Background: an optimization exercise with open tools, aiming at small area. Do not read the settings as production practice.
The RTL was checked by simulation tests, not by an equivalence proof against the original design.

==> job 5185 <==
==> flow/design.v <==
module Trabalho3(address, data_in, read_write, clock, enable, data_out);
	input [2:0] address;
	input [31:0] data_in;
	input read_write;    
	input clock;
	input enable;
	output [31:0] data_out;
	reg [31:0] reg_out;
	reg [31:0] regs [0:7];
	wire rd = enable & read_write;
	wire wr = enable & ~read_write;
	wire [7:0] rsel;
	wire hold = ~rd;
	genvar i;
	generate
		for (i = 0; i < 8; i = i + 1) begin : g
			assign rsel[i] = rd & (address == i);
			always @(posedge clock)
				if (wr && address == i)
					regs[i] <= data_in;
		end
	endgenerate
	wire [31:0] next_out =
		({32{rsel[0]}} & regs[0]) | ({32{rsel[1]}} & regs[1]) |
		({32{rsel[2]}} & regs[2]) | ({32{rsel[3]}} & regs[3]) |
		({32{rsel[4]}} & regs[4]) | ({32{rsel[5]}} & regs[5]) |
		({32{rsel[6]}} & regs[6]) | ({32{rsel[7]}} & regs[7]) |
		({32{hold}} & reg_out);
	always @(posedge clock)
		reg_out <= next_out;
	assign data_out = reg_out;
endmodule
==> flow/flow/run.sh <==
#!/bin/bash
# Layout flow: standard synthesis, then the combinational logic is replaced by a
# hand-mapped netlist (same registers, names and cell types), then the standard
# ORFS layout steps with smaller port buffers.
set -euo pipefail
R=orfs/results/sky130hd/Trabalho3/base
bash standard.sh synth > synth_standard.log 2>&1
cp $R/1_2_yosys.v synth_standard.v
python3 flow/gen_netlist.py synth_standard.v synth_mapped.v > gen_netlist.log 2>&1
cp synth_mapped.v $R/1_2_yosys.v
rm -f $R/1_synth.odb $R/1_synth.sdc
bash standard.sh synth > synth_odb.log 2>&1
bash standard.sh BUFFER_PORTS_ARGS="-buffer_cell sky130_fd_sc_hd__buf_1" finish > layout.log 2>&1
==> flow/flow/gen_netlist.py <==
#!/usr/bin/env python3
"""Write a hand-mapped gate netlist of Trabalho3 (same registers, same names
and cell types as the standard synthesis of rtl/Trabalho02.v).

usage: gen_netlist.py STANDARD_1_2_yosys.v OUT.v
Exits non-zero if the standard netlist's registers are not the expected ones.
"""
import re, sys

P = 'sky130_fd_sc_hd__'
std = open(sys.argv[1]).read()

# registers of the standard synthesis: (cell type, instance name)
regs = set(re.findall(r'(sky130_fd_sc_hd__\w*df\w*)\s+(\\\S+|\w+)\s*\(', std))
want = set()
for i in range(8):
    for b in range(32):
        want.add((P + 'edfxtp_1', '\\regs[%d][%d]$_DFFE_PP_' % (i, b)))
for b in range(32):
    want.add((P + 'dfxtp_1', '\\reg_out[%d]$_DFF_P_' % b))
if regs != want:
    sys.stderr.write('register set differs from expected: %d extra, %d missing\n'
                     % (len(regs - want), len(want - regs)))
    sys.exit(1)

wires = []
cells = []
n = [0]


def cell(typ, **pins):
    n[0] += 1
    conn = ', '.join('.%s(%s)' % (k, v) for k, v in pins.items())
    cells.append('  %s%s g%d (%s);' % (P, typ, n[0], conn))


def w(name):
    wires.append(name)
    return name


# address / control decode
na0, na1, na2, nrw = w('na0'), w('na1'), w('na2'), w('nrw')
cell('inv_1', A='address[0]', Y=na0)
cell('inv_1', A='address[1]', Y=na1)
cell('inv_1', A='address[2]', Y=na2)
cell('inv_1', A='read_write', Y=nrw)
a2 = ['na2', 'address[2]']
a1 = ['na1', 'address[1]']
a0 = ['address[0]', 'na0']   # nor2 input that must be 0 for bit value v
we, sel = [], []
for k in range(4):
    # active-low "write to pair k" / "read from pair k"
    nw = w('nwp%d' % k)
    nr = w('nrp%d' % k)
    cell('nand4_1', A='enable', B='nrw', C=a2[k >> 1], D=a1[k & 1], Y=nw)
    cell('nand4_1', A='enable', B='read_write', C=a2[k >> 1], D=a1[k & 1], Y=nr)
    for v in range(2):
        i = 2 * k + v
        we.append(w('we%d' % i))
        sel.append(w('rs%d' % i))
        cell('nor2_1', A=nw, B=a0[v], Y=we[i])
        cell('nor2_1', A=nr, B=a0[v], Y=sel[i])
hold = w('hold')
cell('nand2_1', A='enable', B='read_write', Y=hold)

# storage: D = data_in, DE = write enable of the row
flops = []
for i in range(8):
    for b in range(32):
        q = '\\regs[%d][%d] ' % (i, b)
        wires.append(q)
        flops.append('  %sedfxtp_1 \\regs[%d][%d]$_DFFE_PP_  (.CLK(clock), .D(data_in[%d]), .DE(%s), .Q(%s));'
                     % (P, i, b, b, we[i], q))

# output register: D = OR of (select & value) over the 8 rows and the hold term
for b in range(32):
    r = ['\\regs[%d][%d] ' % (i, b) for i in range(8)]
    n1, n2, n3, d = w('m%da' % b), w('m%db' % b), w('m%dc' % b), w('nx%d' % b)
    cell('a222oi_1', A1=sel[0], A2=r[0], B1=sel[1], B2=r[1], C1=sel[2], C2=r[2], Y=n1)
    cell('a222oi_1', A1=sel[3], A2=r[3], B1=sel[4], B2=r[4], C1=sel[5], C2=r[5], Y=n2)
    cell('a222oi_1', A1=sel[6], A2=r[6], B1=sel[7], B2=r[7], C1=hold, C2='data_out[%d]' % b, Y=n3)
    cell('nand3_1', A=n1, B=n2, C=n3, Y=d)
    flops.append('  %sdfxtp_1 \\reg_out[%d]$_DFF_P_  (.CLK(clock), .D(%s), .Q(data_out[%d]));'
                 % (P, b, d, b))

out = ['module Trabalho3(address, data_in, read_write, clock, enable, data_out);',
       '  input [2:0] address;', '  input [31:0] data_in;', '  input read_write;',
       '  input clock;', '  input enable;', '  output [31:0] data_out;']
out += ['  wire %s;' % x for x in wires]
out += flops + cells + ['endmodule', '']
open(sys.argv[2], 'w').write('\n'.join(out))
==> flow/standard.sh <==
#!/bin/bash
# synth_recipe.tcl (not shown) runs the flow's synth.tcl, then flattens the netlist and writes it again
# the make line also repeats each setting of config.mk as NAME=value (left out here)
make -C /OpenROAD-flow-scripts/flow DESIGN_CONFIG=/design/flow/config.mk WORK_HOME=/design/flow/orfs CLKGATE_MAP_FILE= SYNTH_SCRIPT=/design/flow/synth_recipe.tcl "${@:-finish}"
==> flow/config.mk <==
export PLATFORM = sky130hd
export DESIGN_NAME = Trabalho3
export DESIGN_NICKNAME = Trabalho3
export VERILOG_FILES = /design/flow/design.v
export SDC_FILE = /design/flow/constraint.sdc
export NUM_CORES = 4
export LEC_CHECK = 0
export CAP_MARGIN = 20
export CORE_MARGIN = 2
export CORE_UTILIZATION = 40
export CTS_BUF_LIST = sky130_fd_sc_hd__clkbuf_4 sky130_fd_sc_hd__clkbuf_8
export SLEW_MARGIN = 20
==> flow/constraint.sdc <==
create_clock -name core_clock -period 5.0 [get_ports {clock}]
set_input_delay 1.0000 -clock core_clock [delete_from_list [all_inputs] [get_ports {clock}]]
set_output_delay 1.0000 -clock core_clock [all_outputs]
set_load 0.01 [all_outputs]
==> inputs of job 9449, as changes to job 5185 <==
--- a/flow/flow/run.sh
+++ b/flow/flow/run.sh
@@ -10,4 +10,4 @@
 cp synth_mapped.v $R/1_2_yosys.v
 rm -f $R/1_synth.odb $R/1_synth.sdc
 bash standard.sh synth > synth_odb.log 2>&1
-bash standard.sh BUFFER_PORTS_ARGS="-buffer_cell sky130_fd_sc_hd__buf_1" finish > layout.log 2>&1
+bash standard.sh BUFFER_PORTS_ARGS="-buffer_cell sky130_fd_sc_hd__buf_1" CTS_ARGS="-sink_clustering_enable -repair_clock_nets -dont_use_dummy_load -buf_list sky130_fd_sc_hd__clkbuf_8 -sink_clustering_size 20 -sink_clustering_max_diameter 60" finish > layout.log 2>&1
Settings changed: CORE_UTILIZATION 40 to 65, CTS_BUF_LIST sky130_fd_sc_hd__clkbuf_4 sky130_fd_sc_hd__clkbuf_8 to default, PLACE_DENSITY from default to 0.75.
==> notes <==
Job 9449 passed the timing, design-rule and antenna checks. Job 5185 produced a clean layout. In job 5185 the global-route usage is lower than in job 9449, by 8.1 points. Final area: job 9449 is smaller than job 5185 (7.1%). In synthesized cell count, job 5185 and job 9449 do not differ. Of job 9449 and job 5185, job 9449 has the higher clock skew (gap 23 ps). In job 5185 the non-clock buffer count is lower than in job 9449, by 1. Against job 5185, the clock-buffer cell count of job 9449 is lower by 52. Against job 5185, the register-to-register slack of job 9449 is better by 30 ps. Against job 5185, the routed wire length of job 9449 is smaller by about 3.5%. First-iteration DRC count: job 9449 is higher than job 5185 (27%). Sequential cell count is the same in job 5185 and job 9449.

-- static timing again, ports no longer ideal --
How much do the figures lean on ideal ports? The routed layouts below were timed once more, with nothing changed but the port constraints.
Step 1, drivers: a clkbuf_16 drives clock and a buf_2 each remaining input, both assumed.
Step 2 times the ports against the registers' clock, not the clock port: input delays grow and output delays shrink by t, the midpoint of the rising clock arrivals with the driver on.
Three values: ideal ports, drivers, drivers and shift; two values: the first two.
run	shift t [ns]	setup slack, ns	worst setup path after step 2	latest minus earliest clock arrival (ns)	slew at the worst register clock pin (ns)
job 5185	0.567	2.053 / 2.067 / 1.500	input to register	0.018 / 0.018	0.07 / 0.07
job 9449	0.530	1.990 / 2.000 / 1.470	input to register	0.032 / 0.031	0.11 / 0.11
After both steps every run listed still meets setup and hold. The setup slack of job 5185, which loses most, moves by +0.014 ns with the drivers and by -0.553 ns with both steps.
